This is an optimization exercise on Yosys and OpenROAD, whose aim is small area, not a production implementation.
In this exercise RTL edits were held to simulation tests only and were not proved equivalent to the original.
No driver is modelled on the clock port, so clocking that relies on it looks cheaper here than on a real chip.
Power is estimated from default activity; no workload was simulated.

==> v17 <==
==> flow/design.v (excerpt) <==
module CPUSystem(Clock, Reset, T, Mem_Address, Mem_WData, Mem_RData, Mem_Read, Mem_Write);
Settings: LEC_CHECK=0, ABC_AREA=1, CAP_MARGIN=10, CORE_MARGIN=2, CORE_UTILIZATION=65, GPL_TIMING_DRIVEN=0, SLEW_MARGIN=10; clock period 12.0 ns.
standard.sh (not shown) runs the stock make flow with config.mk's settings and CLKGATE_MAP_FILE= SYNTH_SCRIPT=/design/flow/synth_recipe.tcl, a recipe that flattens the netlist after the stock synthesis.
==> flow/flow/run.sh <==
#!/bin/bash
# Standard synthesis, then an area re-mapping of the combinational logic (flip-flops kept),
# then the standard layout from floorplan to finish.
set -euo pipefail
W=$(pwd)
RES=$W/orfs/results/sky130hd/CPUSystem/base
bash standard.sh synth > "$W/flow_synth.log" 2>&1
cp "$RES/1_2_yosys.v" "$W/std_1_2_yosys.v"
bash flow/remap.sh "$W/std_1_2_yosys.v" "$W/remap_1_2_yosys.v" > "$W/flow_remap.log" 2>&1
cp "$W/remap_1_2_yosys.v" "$RES/1_2_yosys.v"
touch "$RES/1_2_yosys.v"
PRE_CTS_TCL="$W/flow/cts_pre.tcl" \
BUFFER_PORTS_ARGS="-buffer_cell sky130_fd_sc_hd__buf_1" \
CTS_ARGS="-sink_clustering_enable -repair_clock_nets -dont_use_dummy_load -buf_list sky130_fd_sc_hd__clkbuf_4" \
  bash standard.sh finish > "$W/flow_finish.log" 2>&1
==> flow/flow/remapD.abc <==
strash
ifraig
dc2
balance; rewrite; refactor; balance; rewrite; rewrite -z; balance; refactor -z; rewrite -z; balance
dch -f
amap -F 100 -A 50
strash
dc2
balance; rewrite; refactor; balance; rewrite; rewrite -z; balance; refactor -z; rewrite -z; balance
dch -f
amap -F 100 -A 50
strash
dch -f
amap -F 200 -A 200
==> flow/flow/remapE.abc <==
strash
ifraig
dc2
balance; rewrite; refactor; balance; rewrite; rewrite -z; balance; refactor -z; rewrite -z; balance
dch -f
if -K 4 -a
mfs2 -W 4
strash
dch -f
amap -F 100 -A 50
strash
dch -f
amap -F 100 -A 50
Other scripts of this flow, unchanged in this note and not shown: flow/flow/cts_pre.tcl, flow/flow/dontuse.txt, flow/flow/remap.sh, flow/flow/remap1.abc, flow/flow/remap2.abc, flow/flow/remap3.abc, flow/flow/remap4.abc, flow/flow/remap5.abc, flow/flow/remap6.abc, flow/flow/remap7.abc, flow/flow/remap8.abc, flow/flow/remap9.abc, flow/flow/remapA.abc, flow/flow/remapB.abc, flow/flow/remapC.abc
==> v18 (differences from v17) <==
CORE_UTILIZATION = 40   (was 65)
removed: flow/flow/remapD.abc
removed: flow/flow/remapE.abc
==> v32 (differences from v17) <==
==> flow/flow/remapF.abc (new file) <==
strash
ifraig
dc2
balance; rewrite; refactor; balance; rewrite; rewrite -z; balance; refactor -z; rewrite -z; balance
dch -f
amap -F 100 -A 50
strash
dc2
balance; rewrite; refactor; balance; rewrite; rewrite -z; balance; refactor -z; rewrite -z; balance
dch -f
amap -F 100 -A 50
strash
dch -f
amap -F 200 -A 200
strash
dch -f
amap -F 200 -A 200
CORE_UTILIZATION = 55   (was 65)
==> notes.md <==
- Of v17 and v18, v18 has the higher routed wire length (gap 5.5%, measured against v18).
- The lowest clock power belongs to v17, the highest to v18.
- Between v32 and v18, the lower first-iteration DRC count is in v18 (gap 19%, measured against v18).
- The highest area after synthesis belongs to v18, the lowest to v32.
- Sequential power is about the same in v17 and v18.
- Against v32, the sequential share of layout area of v18 is lower by 0.90 points.


==> inputs of willow <==
CPUSystem, a different RTL version from the one above (not shown whole).
export LEC_CHECK = 0
export ABC_AREA = 1
export CAP_MARGIN = 0
export CORE_MARGIN = 2
export CORE_UTILIZATION = 40
export GPL_TIMING_DRIVEN = 0
export SLEW_MARGIN = 0
create_clock -name core_clock -period 12.0 [get_ports {Clock}]
==> flow/flow/run.sh <==
#!/bin/bash
# Standard synthesis, then an area re-mapping of the combinational logic (flip-flops kept),
# then the standard layout from floorplan to finish.
set -euo pipefail
W=$(pwd)
RES=$W/orfs/results/sky130hd/CPUSystem/base
bash standard.sh synth > "$W/flow_synth.log" 2>&1
cp "$RES/1_2_yosys.v" "$W/std_1_2_yosys.v"
bash flow/remap.sh "$W/std_1_2_yosys.v" "$W/remap_1_2_yosys.v" > "$W/flow_remap.log" 2>&1
cp "$W/remap_1_2_yosys.v" "$RES/1_2_yosys.v"
touch "$RES/1_2_yosys.v"
BUFFER_PORTS_ARGS="-buffer_cell sky130_fd_sc_hd__buf_1" \
CTS_ARGS="-sink_clustering_enable -repair_clock_nets -dont_use_dummy_load" \
  bash standard.sh finish > "$W/flow_finish.log" 2>&1
Other scripts of this flow, unchanged in this note and not shown: flow/flow/dontuse.txt, flow/flow/remap.abc, flow/flow/remap.sh
==> sierra: changes against willow <==
--- a/flow/flow/run.sh
+++ b/flow/flow/run.sh
@@ -11,4 +11,2 @@
 touch "$RES/1_2_yosys.v"
-BUFFER_PORTS_ARGS="-buffer_cell sky130_fd_sc_hd__buf_1" \
-CTS_ARGS="-sink_clustering_enable -repair_clock_nets -dont_use_dummy_load" \
-  bash standard.sh finish > "$W/flow_finish.log" 2>&1
+bash standard.sh finish > "$W/flow_finish.log" 2>&1
--- a/flow/config.mk
+++ b/flow/config.mk
@@ -8,6 +8,5 @@
 export ABC_AREA = 1
-export CAP_MARGIN = 0
+export CAP_MARGIN = 20
 export CORE_MARGIN = 2
 export CORE_UTILIZATION = 40
-export GPL_TIMING_DRIVEN = 0
-export SLEW_MARGIN = 0
+export SLEW_MARGIN = 20
==> comparison <==
Of willow and sierra, willow has the higher first-iteration DRC count (gap about 0.9%, measured against sierra). Between sierra and willow, the lower combinational power is in willow (gap about 6%, measured against willow). Between willow and sierra, the lower maximum frequency is in willow (gap about 13%, measured against sierra). Area after synthesis is the same in sierra and willow. Sequential share of layout area: sierra is lower than willow (1.0 points). Between willow and sierra, the lower design area is in willow (gap 2.9%, measured against sierra). In willow the worst setup slack is lower than in sierra, by 1500 ps.
==> figures <==
quantity                                                                       willow       sierra
Outcome                                                      timing/DRC/antenna clean  timing/DRC/antenna clean
Placer congestion estimate                                                      0.963        0.931
Overall power after layout                                                    1.47 mW      1.59 mW
Power per Cell Area                                                       120 nW/um^2  127 nW/um^2
Min-Delay Startpoint                                                            SP[2]        SP[5]
Beginning of the critical path                                                 IR[11]       IR[10]
Total non-filler cell area in the finished layout                         12,200 um^2  12,600 um^2
Fill cells                                                                      2,691        2,676
Clock Latency Late Sink                                                        440 ps       450 ps
Sequential-cell power consumption                                            0.703 mW     0.701 mW
Number of violations reported at the end of detailed-routing iteration 0        1,439        1,426
Leakage power total                                                           4.19 nW      4.39 nW
Share of cell area taken by flip-flops and latches                              0.346        0.335
Sequential power share                                                          0.478        0.440
Clk_skew                                                                      26.7 ps      14.7 ps
Worst R2R Setup Slack                                                          550 ps      2070 ps


==> inputs of run a <==
CPUSystem with an RTL version that a note above also has.
clock: 12.0 ns
lec_check: 0
abc_area: 1
cap_margin: 0
core_margin: 2
core_utilization: 40
gpl_timing_driven: 0
slew_margin: 0
==> flow/flow/run.sh <==
#!/bin/bash
# Standard synthesis, then an area re-mapping of the combinational logic (flip-flops kept),
# then the standard layout from floorplan to finish.
set -euo pipefail
W=$(pwd)
RES=$W/orfs/results/sky130hd/CPUSystem/base
bash standard.sh synth > "$W/flow_synth.log" 2>&1
cp "$RES/1_2_yosys.v" "$W/std_1_2_yosys.v"
bash flow/remap.sh "$W/std_1_2_yosys.v" "$W/remap_1_2_yosys.v" > "$W/flow_remap.log" 2>&1
cp "$W/remap_1_2_yosys.v" "$RES/1_2_yosys.v"
touch "$RES/1_2_yosys.v"
BUFFER_PORTS_ARGS="-buffer_cell sky130_fd_sc_hd__buf_1" \
CTS_ARGS="-sink_clustering_enable -repair_clock_nets -dont_use_dummy_load -buf_list sky130_fd_sc_hd__clkbuf_8 -sink_clustering_size 25" \
  bash standard.sh finish > "$W/flow_finish.log" 2>&1
==> flow/flow/remap.abc <==
&get -n
&st
&syn2
&dch -f
&nf -a -R 1000
&st
&syn2
&dch -f
&nf -a -R 1000
&put
==> flow/flow/remap.sh <==
#!/bin/bash
# Re-map the combinational logic of a synthesised netlist for area with ABC.
# Every flip-flop instance is kept as it is (cell type and name).
# usage: remap.sh IN.v OUT.v
set -euo pipefail
IN=$1; OUT=$2
HERE=$(cd "$(dirname "$0")" && pwd)
LIB=$FLOW_HOME/platforms/sky130hd/lib/sky130_fd_sc_hd__tt_025C_1v80.lib
YOSYS=$FLOW_HOME/../tools/install/yosys/bin/yosys
[[ -x $YOSYS ]] || YOSYS=yosys
SEQ=$(grep -o "sky130_fd_sc_hd__[a-z0-9_]*" "$IN" | sort -u | grep -E "__(df|edf|sdf|dlx|dlr|dlc|sdl)" | tr '\n' ' ')
DU=$(cat "$HERE/dontuse.txt")
cat > remap.ys <<EOS
read_liberty -ignore_miss_func $LIB
blackbox $SEQ
read_verilog $IN
hierarchy -top CPUSystem
flatten
opt_clean -purge
abc -script $HERE/remap.abc -liberty $LIB $DU
opt_clean -purge
hilomap -singleton -hicell sky130_fd_sc_hd__conb_1 HI -locell sky130_fd_sc_hd__conb_1 LO
splitnets
opt_clean -purge
stat -liberty $LIB
write_verilog -noattr -noexpr -nohex -nodec $OUT
EOS
"$YOSYS" -s remap.ys
Other scripts of this flow, unchanged in this note and not shown: flow/flow/dontuse.txt
==> run b: changes against run a <==
--- a/flow/flow/run.sh
+++ b/flow/flow/run.sh
@@ -9,6 +9,7 @@
 bash flow/remap.sh "$W/std_1_2_yosys.v" "$W/remap_1_2_yosys.v" > "$W/flow_remap.log" 2>&1
 cp "$W/remap_1_2_yosys.v" "$RES/1_2_yosys.v"
 touch "$RES/1_2_yosys.v"
+PRE_CTS_TCL="$W/flow/cts_pre.tcl" \
 BUFFER_PORTS_ARGS="-buffer_cell sky130_fd_sc_hd__buf_1" \
-CTS_ARGS="-sink_clustering_enable -repair_clock_nets -dont_use_dummy_load -buf_list sky130_fd_sc_hd__clkbuf_8 -sink_clustering_size 25" \
+CTS_ARGS="-sink_clustering_enable -repair_clock_nets -dont_use_dummy_load -buf_list sky130_fd_sc_hd__clkbuf_4" \
   bash standard.sh finish > "$W/flow_finish.log" 2>&1
==> flow/flow/cts_pre.tcl (new file) <==
# Before CTS: wrap clock_tree_synthesis so that, right after it, clock buffers whose
# flip-flop loads see a slow clock edge are upsized (clkbuf_2 -> 4 -> 8 -> 16).
# upsize clock buffers whose flip-flop loads see a slow clock edge
proc clk_worst_load_slew {inst} {
  set worst 0
  foreach it [[[$inst findITerm X] getNet] getITerms] {
    if {[$it isInputSignal]} {
      set p [get_pins [[$it getInst] getName]/[[$it getMTerm] getName]]
      foreach e {rise fall} { set s [get_property $p slew_max_$e]; if {$s > $worst} {set worst $s} }
    }
  }
  return $worst
}
proc fix_clk_slew {limit} {
  set next [dict create sky130_fd_sc_hd__clkbuf_2 sky130_fd_sc_hd__clkbuf_4 sky130_fd_sc_hd__clkbuf_4 sky130_fd_sc_hd__clkbuf_8 sky130_fd_sc_hd__clkbuf_8 sky130_fd_sc_hd__clkbuf_16]
  for {set pass 0} {$pass < 4} {incr pass} {
    estimate_parasitics -placement
    set n 0
    foreach inst [[ord::get_db_block] getInsts] {
      set m [[$inst getMaster] getName]
      if {![dict exists $next $m]} continue
      if {[clk_worst_load_slew $inst] > $limit} { replace_cell [get_cells [$inst getName]] [dict get $next $m]; incr n }
    }
    puts "fix_clk_slew pass $pass upsized $n"
    if {$n == 0} break
  }
}
rename clock_tree_synthesis my_orig_clock_tree_synthesis
proc clock_tree_synthesis {args} {
  my_orig_clock_tree_synthesis {*}$args
  fix_clk_slew 0.1
}
==> flow/flow/remap.sh (replaced) <==
#!/bin/bash
# Re-map the combinational logic of a synthesised netlist for area with ABC, trying each
# remap*.abc script beside this file and keeping the smallest result.
# Every flip-flop instance is kept as it is (cell type and name).
# usage: remap.sh IN.v OUT.v
set -euo pipefail
IN=$1; OUT=$2
HERE=$(cd "$(dirname "$0")" && pwd)
LIB=$FLOW_HOME/platforms/sky130hd/lib/sky130_fd_sc_hd__tt_025C_1v80.lib
YOSYS=$FLOW_HOME/../tools/install/yosys/bin/yosys
[[ -x $YOSYS ]] || YOSYS=yosys
SEQ=$(grep -o "sky130_fd_sc_hd__[a-z0-9_]*" "$IN" | sort -u | grep -E "__(df|edf|sdf|dlx|dlr|dlc|sdl)" | tr '\n' ' ')
DU=$(cat "$HERE/dontuse.txt")
run_one() {
  local SCR=$1 N
  N=$(basename "$SCR" .abc)
  cat > $N.ys <<EOS
read_liberty -ignore_miss_func $LIB
blackbox $SEQ
read_verilog $IN
hierarchy -top CPUSystem
flatten
opt_clean -purge
abc -script $SCR -liberty $LIB $DU
opt_clean -purge
hilomap -singleton -hicell sky130_fd_sc_hd__conb_1 HI -locell sky130_fd_sc_hd__conb_1 LO
splitnets
opt_clean -purge
stat -liberty $LIB
write_verilog -noattr -noexpr -nohex -nodec $N.v
EOS
  "$YOSYS" -l $N.log -s $N.ys > /dev/null 2>&1 || echo "$N failed"
}
for SCR in "$HERE"/remap*.abc; do run_one "$SCR" & done
wait
BEST=""; BESTA=""
for SCR in "$HERE"/remap*.abc; do
  N=$(basename "$SCR" .abc)
  [[ -s $N.v ]] || continue
  A=$(grep "Chip area for module" $N.log | tail -1 | awk '{print $NF}')
  echo "$N area $A"
  if [[ -n "$A" ]] && { [[ -z "$BESTA" ]] || awk -v a="$A" -v b="$BESTA" 'BEGIN{exit !(a<b)}'; }; then
    BEST=$N; BESTA=$A
  fi
done
echo "chosen $BEST area $BESTA"
cp $BEST.v "$OUT"
==> flow/flow/remap1.abc (new file) <==
strash
ifraig
dc2
balance; rewrite; refactor; balance; rewrite; rewrite -z; balance; refactor -z; rewrite -z; balance
dch -f
amap -F 100 -A 50
strash
dc2
balance; rewrite; refactor; balance; rewrite; rewrite -z; balance; refactor -z; rewrite -z; balance
dch -f
amap -F 100 -A 50
==> flow/flow/remap2.abc (new file) <==
strash
ifraig
dc2
balance; rewrite; refactor; balance; rewrite; rewrite -z; balance; refactor -z; rewrite -z; balance
dch -f
amap -F 100 -A 50
strash
ifraig
dc2
balance; rewrite; refactor; balance; rewrite; rewrite -z; balance; refactor -z; rewrite -z; balance
dch -f
amap -F 100 -A 50
strash
ifraig
dc2
balance; rewrite; refactor; balance; rewrite; rewrite -z; balance; refactor -z; rewrite -z; balance
dch -f
amap -F 100 -A 50
==> flow/flow/remap3.abc (new file) <==
strash
ifraig
dc2
balance; rewrite; refactor; balance; rewrite; rewrite -z; balance; refactor -z; rewrite -z; balance
dch -f
amap -F 100 -A 50
==> flow/flow/remap4.abc (new file) <==
strash
dc2
balance; rewrite; refactor; balance; rewrite; rewrite -z; balance; refactor -z; rewrite -z; balance
dch -f
amap
topo
==> flow/flow/remap5.abc (new file) <==
&get -n
&st
&syn2
&dch -f
&nf -a -R 1000
&st
&syn2
&dch -f
&nf -a -R 1000
&put
==> flow/flow/remap6.abc (new file) <==
strash
ifraig
dc2
balance; rewrite; refactor; balance; rewrite; rewrite -z; balance; refactor -z; rewrite -z; balance
balance; rewrite; refactor; balance; rewrite; rewrite -z; balance; refactor -z; rewrite -z; balance
dch -f
amap -F 200 -A 100
==> flow/flow/remap7.abc (new file) <==
strash
ifraig
dc2
balance; rewrite; refactor; balance; rewrite; rewrite -z; balance; refactor -z; rewrite -z; balance
dc2
dch -f -r
amap -F 100 -A 50
==> flow/flow/remap8.abc (new file) <==
strash
ifraig
dc2
balance; rewrite; refactor; balance; rewrite; rewrite -z; balance; refactor -z; rewrite -z; balance
dch -f
amap -F 100 -A 50
strash
ifraig
dc2
balance; rewrite; refactor; balance; rewrite; rewrite -z; balance; refactor -z; rewrite -z; balance
dch -f
amap -F 100 -A 50
strash
ifraig
dc2
balance; rewrite; refactor; balance; rewrite; rewrite -z; balance; refactor -z; rewrite -z; balance
dch -f
amap -F 100 -A 50
strash
ifraig
dc2
balance; rewrite; refactor; balance; rewrite; rewrite -z; balance; refactor -z; rewrite -z; balance
dch -f
amap -F 100 -A 50
==> flow/flow/remap9.abc (new file) <==
strash
ifraig
dc2
balance; rewrite; refactor; balance; rewrite; rewrite -z; balance; refactor -z; rewrite -z; balance
dch -f
amap -F 100 -A 50
strash
dc2
balance; rewrite; refactor; balance; rewrite; rewrite -z; balance; refactor -z; rewrite -z; balance
dch -f
amap -F 100 -A 50
strash
dc2
balance; rewrite; refactor; balance; rewrite; rewrite -z; balance; refactor -z; rewrite -z; balance
dch -f
amap -F 100 -A 50
strash
dc2
balance; rewrite; refactor; balance; rewrite; rewrite -z; balance; refactor -z; rewrite -z; balance
dch -f
amap -F 100 -A 50
strash
dc2
balance; rewrite; refactor; balance; rewrite; rewrite -z; balance; refactor -z; rewrite -z; balance
dch -f
amap -F 100 -A 50
==> flow/flow/remapA.abc (new file) <==
&get -n
&st
&syn2
&dch -f
&nf -a -R 1000
&st
&dc2
&dch -f
&nf -a -R 1000
&put
==> flow/flow/remapB.abc (new file) <==
strash
ifraig
dc2
balance; rewrite; refactor; balance; rewrite; rewrite -z; balance; refactor -z; rewrite -z; balance
dch
amap -F 100 -A 50
strash
dc2
balance; rewrite; refactor; balance; rewrite; rewrite -z; balance; refactor -z; rewrite -z; balance
dch
amap -F 100 -A 50
==> flow/flow/remapC.abc (new file) <==
strash
ifraig
dc2
balance; rewrite; refactor; balance; rewrite; rewrite -z; balance; refactor -z; rewrite -z; balance
dch -f
amap -F 100 -A 50
strash
dch -f
amap -F 200 -A 100
--- a/flow/config.mk
+++ b/flow/config.mk
@@ -6,8 +6,8 @@
 export NUM_CORES = 4
 export LEC_CHECK = 0
 export ABC_AREA = 1
-export CAP_MARGIN = 0
+export CAP_MARGIN = 10
 export CORE_MARGIN = 2
-export CORE_UTILIZATION = 40
+export CORE_UTILIZATION = 65
 export GPL_TIMING_DRIVEN = 0
-export SLEW_MARGIN = 0
+export SLEW_MARGIN = 10
removed: flow/flow/remap.abc
==> run c: changes against run a <==
--- a/flow/flow/run.sh
+++ b/flow/flow/run.sh
@@ -10,5 +10,5 @@
 cp "$W/remap_1_2_yosys.v" "$RES/1_2_yosys.v"
 touch "$RES/1_2_yosys.v"
 BUFFER_PORTS_ARGS="-buffer_cell sky130_fd_sc_hd__buf_1" \
-CTS_ARGS="-sink_clustering_enable -repair_clock_nets -dont_use_dummy_load -buf_list sky130_fd_sc_hd__clkbuf_8 -sink_clustering_size 25" \
+CTS_ARGS="-sink_clustering_enable -repair_clock_nets -dont_use_dummy_load -buf_list sky130_fd_sc_hd__clkbuf_16 -sink_clustering_size 50 -sink_clustering_max_diameter 200" \
   bash standard.sh finish > "$W/flow_finish.log" 2>&1
==> flow/flow/remap.sh (replaced) <==
#!/bin/bash
# Re-map the combinational logic of a synthesised netlist for area with ABC, trying each
# remap*.abc script beside this file and keeping the smallest result.
# Every flip-flop instance is kept as it is (cell type and name).
# usage: remap.sh IN.v OUT.v
set -euo pipefail
IN=$1; OUT=$2
HERE=$(cd "$(dirname "$0")" && pwd)
LIB=$FLOW_HOME/platforms/sky130hd/lib/sky130_fd_sc_hd__tt_025C_1v80.lib
YOSYS=$FLOW_HOME/../tools/install/yosys/bin/yosys
[[ -x $YOSYS ]] || YOSYS=yosys
SEQ=$(grep -o "sky130_fd_sc_hd__[a-z0-9_]*" "$IN" | sort -u | grep -E "__(df|edf|sdf|dlx|dlr|dlc|sdl)" | tr '\n' ' ')
DU=$(cat "$HERE/dontuse.txt")
run_one() {
  local SCR=$1 N
  N=$(basename "$SCR" .abc)
  cat > $N.ys <<EOS
read_liberty -ignore_miss_func $LIB
blackbox $SEQ
read_verilog $IN
hierarchy -top CPUSystem
flatten
opt_clean -purge
abc -script $SCR -liberty $LIB $DU
opt_clean -purge
hilomap -singleton -hicell sky130_fd_sc_hd__conb_1 HI -locell sky130_fd_sc_hd__conb_1 LO
splitnets
opt_clean -purge
stat -liberty $LIB
write_verilog -noattr -noexpr -nohex -nodec $N.v
EOS
  "$YOSYS" -l $N.log -s $N.ys > /dev/null 2>&1 || echo "$N failed"
}
for SCR in "$HERE"/remap*.abc; do run_one "$SCR" & done
wait
BEST=""; BESTA=""
for SCR in "$HERE"/remap*.abc; do
  N=$(basename "$SCR" .abc)
  [[ -s $N.v ]] || continue
  A=$(grep "Chip area for module" $N.log | tail -1 | awk '{print $NF}')
  echo "$N area $A"
  if [[ -n "$A" ]] && { [[ -z "$BESTA" ]] || awk -v a="$A" -v b="$BESTA" 'BEGIN{exit !(a<b)}'; }; then
    BEST=$N; BESTA=$A
  fi
done
echo "chosen $BEST area $BESTA"
cp $BEST.v "$OUT"
==> flow/flow/remap1.abc (new file) <==
strash
ifraig
dc2
balance; rewrite; refactor; balance; rewrite; rewrite -z; balance; refactor -z; rewrite -z; balance
dch -f
amap -F 100 -A 50
strash
dc2
balance; rewrite; refactor; balance; rewrite; rewrite -z; balance; refactor -z; rewrite -z; balance
dch -f
amap -F 100 -A 50
==> flow/flow/remap2.abc (new file) <==
strash
ifraig
dc2
balance; rewrite; refactor; balance; rewrite; rewrite -z; balance; refactor -z; rewrite -z; balance
dch -f
amap -F 100 -A 50
strash
ifraig
dc2
balance; rewrite; refactor; balance; rewrite; rewrite -z; balance; refactor -z; rewrite -z; balance
dch -f
amap -F 100 -A 50
strash
ifraig
dc2
balance; rewrite; refactor; balance; rewrite; rewrite -z; balance; refactor -z; rewrite -z; balance
dch -f
amap -F 100 -A 50
==> flow/flow/remap3.abc (new file) <==
strash
ifraig
dc2
balance; rewrite; refactor; balance; rewrite; rewrite -z; balance; refactor -z; rewrite -z; balance
dch -f
amap -F 100 -A 50
==> flow/flow/remap4.abc (new file) <==
strash
dc2
balance; rewrite; refactor; balance; rewrite; rewrite -z; balance; refactor -z; rewrite -z; balance
dch -f
amap
topo
==> flow/flow/remap5.abc (new file) <==
&get -n
&st
&syn2
&dch -f
&nf -a -R 1000
&st
&syn2
&dch -f
&nf -a -R 1000
&put
==> flow/flow/remap6.abc (new file) <==
strash
ifraig
dc2
balance; rewrite; refactor; balance; rewrite; rewrite -z; balance; refactor -z; rewrite -z; balance
balance; rewrite; refactor; balance; rewrite; rewrite -z; balance; refactor -z; rewrite -z; balance
dch -f
amap -F 200 -A 100
==> flow/flow/remap7.abc (new file) <==
strash
ifraig
dc2
balance; rewrite; refactor; balance; rewrite; rewrite -z; balance; refactor -z; rewrite -z; balance
dc2
dch -f -r
amap -F 100 -A 50
==> flow/flow/remap8.abc (new file) <==
strash
ifraig
dc2
balance; rewrite; refactor; balance; rewrite; rewrite -z; balance; refactor -z; rewrite -z; balance
dch -f
amap -F 100 -A 50
strash
ifraig
dc2
balance; rewrite; refactor; balance; rewrite; rewrite -z; balance; refactor -z; rewrite -z; balance
dch -f
amap -F 100 -A 50
strash
ifraig
dc2
balance; rewrite; refactor; balance; rewrite; rewrite -z; balance; refactor -z; rewrite -z; balance
dch -f
amap -F 100 -A 50
strash
ifraig
dc2
balance; rewrite; refactor; balance; rewrite; rewrite -z; balance; refactor -z; rewrite -z; balance
dch -f
amap -F 100 -A 50
==> flow/flow/remap9.abc (new file) <==
strash
ifraig
dc2
balance; rewrite; refactor; balance; rewrite; rewrite -z; balance; refactor -z; rewrite -z; balance
dch -f
amap -F 100 -A 50
strash
dc2
balance; rewrite; refactor; balance; rewrite; rewrite -z; balance; refactor -z; rewrite -z; balance
dch -f
amap -F 100 -A 50
strash
dc2
balance; rewrite; refactor; balance; rewrite; rewrite -z; balance; refactor -z; rewrite -z; balance
dch -f
amap -F 100 -A 50
strash
dc2
balance; rewrite; refactor; balance; rewrite; rewrite -z; balance; refactor -z; rewrite -z; balance
dch -f
amap -F 100 -A 50
strash
dc2
balance; rewrite; refactor; balance; rewrite; rewrite -z; balance; refactor -z; rewrite -z; balance
dch -f
amap -F 100 -A 50
==> flow/flow/remapA.abc (new file) <==
&get -n
&st
&syn2
&dch -f
&nf -a -R 1000
&st
&dc2
&dch -f
&nf -a -R 1000
&put
==> flow/flow/remapB.abc (new file) <==
strash
ifraig
dc2
balance; rewrite; refactor; balance; rewrite; rewrite -z; balance; refactor -z; rewrite -z; balance
dch
amap -F 100 -A 50
strash
dc2
balance; rewrite; refactor; balance; rewrite; rewrite -z; balance; refactor -z; rewrite -z; balance
dch
amap -F 100 -A 50
==> flow/flow/remapC.abc (new file) <==
strash
ifraig
dc2
balance; rewrite; refactor; balance; rewrite; rewrite -z; balance; refactor -z; rewrite -z; balance
dch -f
amap -F 100 -A 50
strash
dch -f
amap -F 200 -A 100
--- a/flow/config.mk
+++ b/flow/config.mk
@@ -6,8 +6,8 @@
 export NUM_CORES = 4
 export LEC_CHECK = 0
 export ABC_AREA = 1
-export CAP_MARGIN = 0
+export CAP_MARGIN = 10
 export CORE_MARGIN = 2
 export CORE_UTILIZATION = 40
 export GPL_TIMING_DRIVEN = 0
-export SLEW_MARGIN = 0
+export SLEW_MARGIN = 10
removed: flow/flow/remap.abc
==> impl_metrics.ini <==
[critical_path]
endpoint = R0[15]
timing.critical_path.buf_inv = 8
slowest_stage = edfxtp_1
regToRegStartpoint = IR[10]

[floorplanning]
row_count = 57

[final_layout]
clock_area_share_pct = 3.760
signal_buffers = 57

[drt]
drtIter0Drc = 1422

[synth]
syn_area_per_cell_sq_um = 8.179
syn_inst = 1227

[outcome]
status = finished clean

[global_routing]
grt_usage_pct = 28.94

[power_and_ir_drop]
pwr-share-clk_pct = 33.2
Source of the figures above: run c

==> impl_metrics.ini <==
[power_and_ir_drop]
p_int_mw = 0.8686
pwr-share-clk_pct = 25.3
p_switching_mw = 0.4060
peakVddDrop_uv = 69.95

[final_layout]
post-route-util_pct = 45.17
clock_area_share_pct = 1.988
stdcell_area_sq_mm = 0.01177

[critical_path]
endpoint = S1[15]
slowest_stage = nor2_1
start_kind = flip-flop
regToRegStartpoint = IR[12]

[placed_design]
place_ws_ns = 0.7321

[floorplanning]
row_count = 59
die_width_microns = 166.8

[clock_network]
worstSkewPairLatency_ns = 0.48
holdBufCountCts = 0

[synth]
syn_inst = 1314

[hold_path]
hold_path.class = reg2reg

[global_routing]
grt_usage_pct = 25.97

[outcome]
status = finished clean
Source of the figures above: run a

==> impl_metrics.ini <==
[outcome]
status = finished clean

[global_routing]
grt_usage_pct = 42.71

[critical_path]
regToRegStartpoint = IR[10]
crit_family = simple AND/OR/NAND/NOR gates
crit_cells = 57
timing.critical_path.buf_inv = 8
endpoint = R2[15]

[final_layout]
clock_area_share_pct = 2.125
final_cells = 1486
fill_cells = 1221
multi_input_area_sq_mm = 0.005294

[synth]
syn_inst = 1227
syn_area_per_cell_sq_um = 8.179

[drt]
drtIter0Drc = 1709

[power_and_ir_drop]
pwr-share-clk_pct = 25.7

[floorplanning]
row_count = 45
Source of the figures above: run b

==> what the ideal ports hide <==
The results above use ideal ports. As a check the final layouts listed here were re-extracted and re-timed, cells and wires unchanged.
Step 1: set_driving_cell puts a clkbuf_16 on Clock and a buf_2 on each other input, an assumption about the parent block.
Step 2 times the ports against the registers' clock, not the clock port: input delays grow and output delays shrink by t, the midpoint of the rising clock arrivals with the driver on.
a / b / c = no drivers / after step 1 / after step 2; a / b = the first two.
run | t, ns | slack for setup (ns) | worst setup path at the end | latest minus earliest clock arrival (ns)
v17 | 0.435 | 0.772 / 0.772 / 0.772 | register to register | 0.035 / 0.035
v18 | 0.442 | 1.203 / 1.203 / 1.203 | register to register | 0.024 / 0.024
v32 | 0.434 | 0.909 / 0.909 / 0.909 | register to register | 0.035 / 0.034
willow | 0.482 | 0.548 / 0.548 / 0.548 | register to register | 0.027 / 0.027
sierra | 0.494 | 2.069 / 2.069 / 2.069 | register to register | 0.015 / 0.014
run a | 0.503 | 1.158 / 1.158 / 1.158 | register to register | 0.041 / 0.042
run b | 0.444 | 1.079 / 1.079 / 1.079 | register to register | 0.030 / 0.031
run c | 0.483 | 1.157 / 1.157 / 1.157 | register to register | 0.048 / 0.048
After both steps every run listed still meets setup and hold.
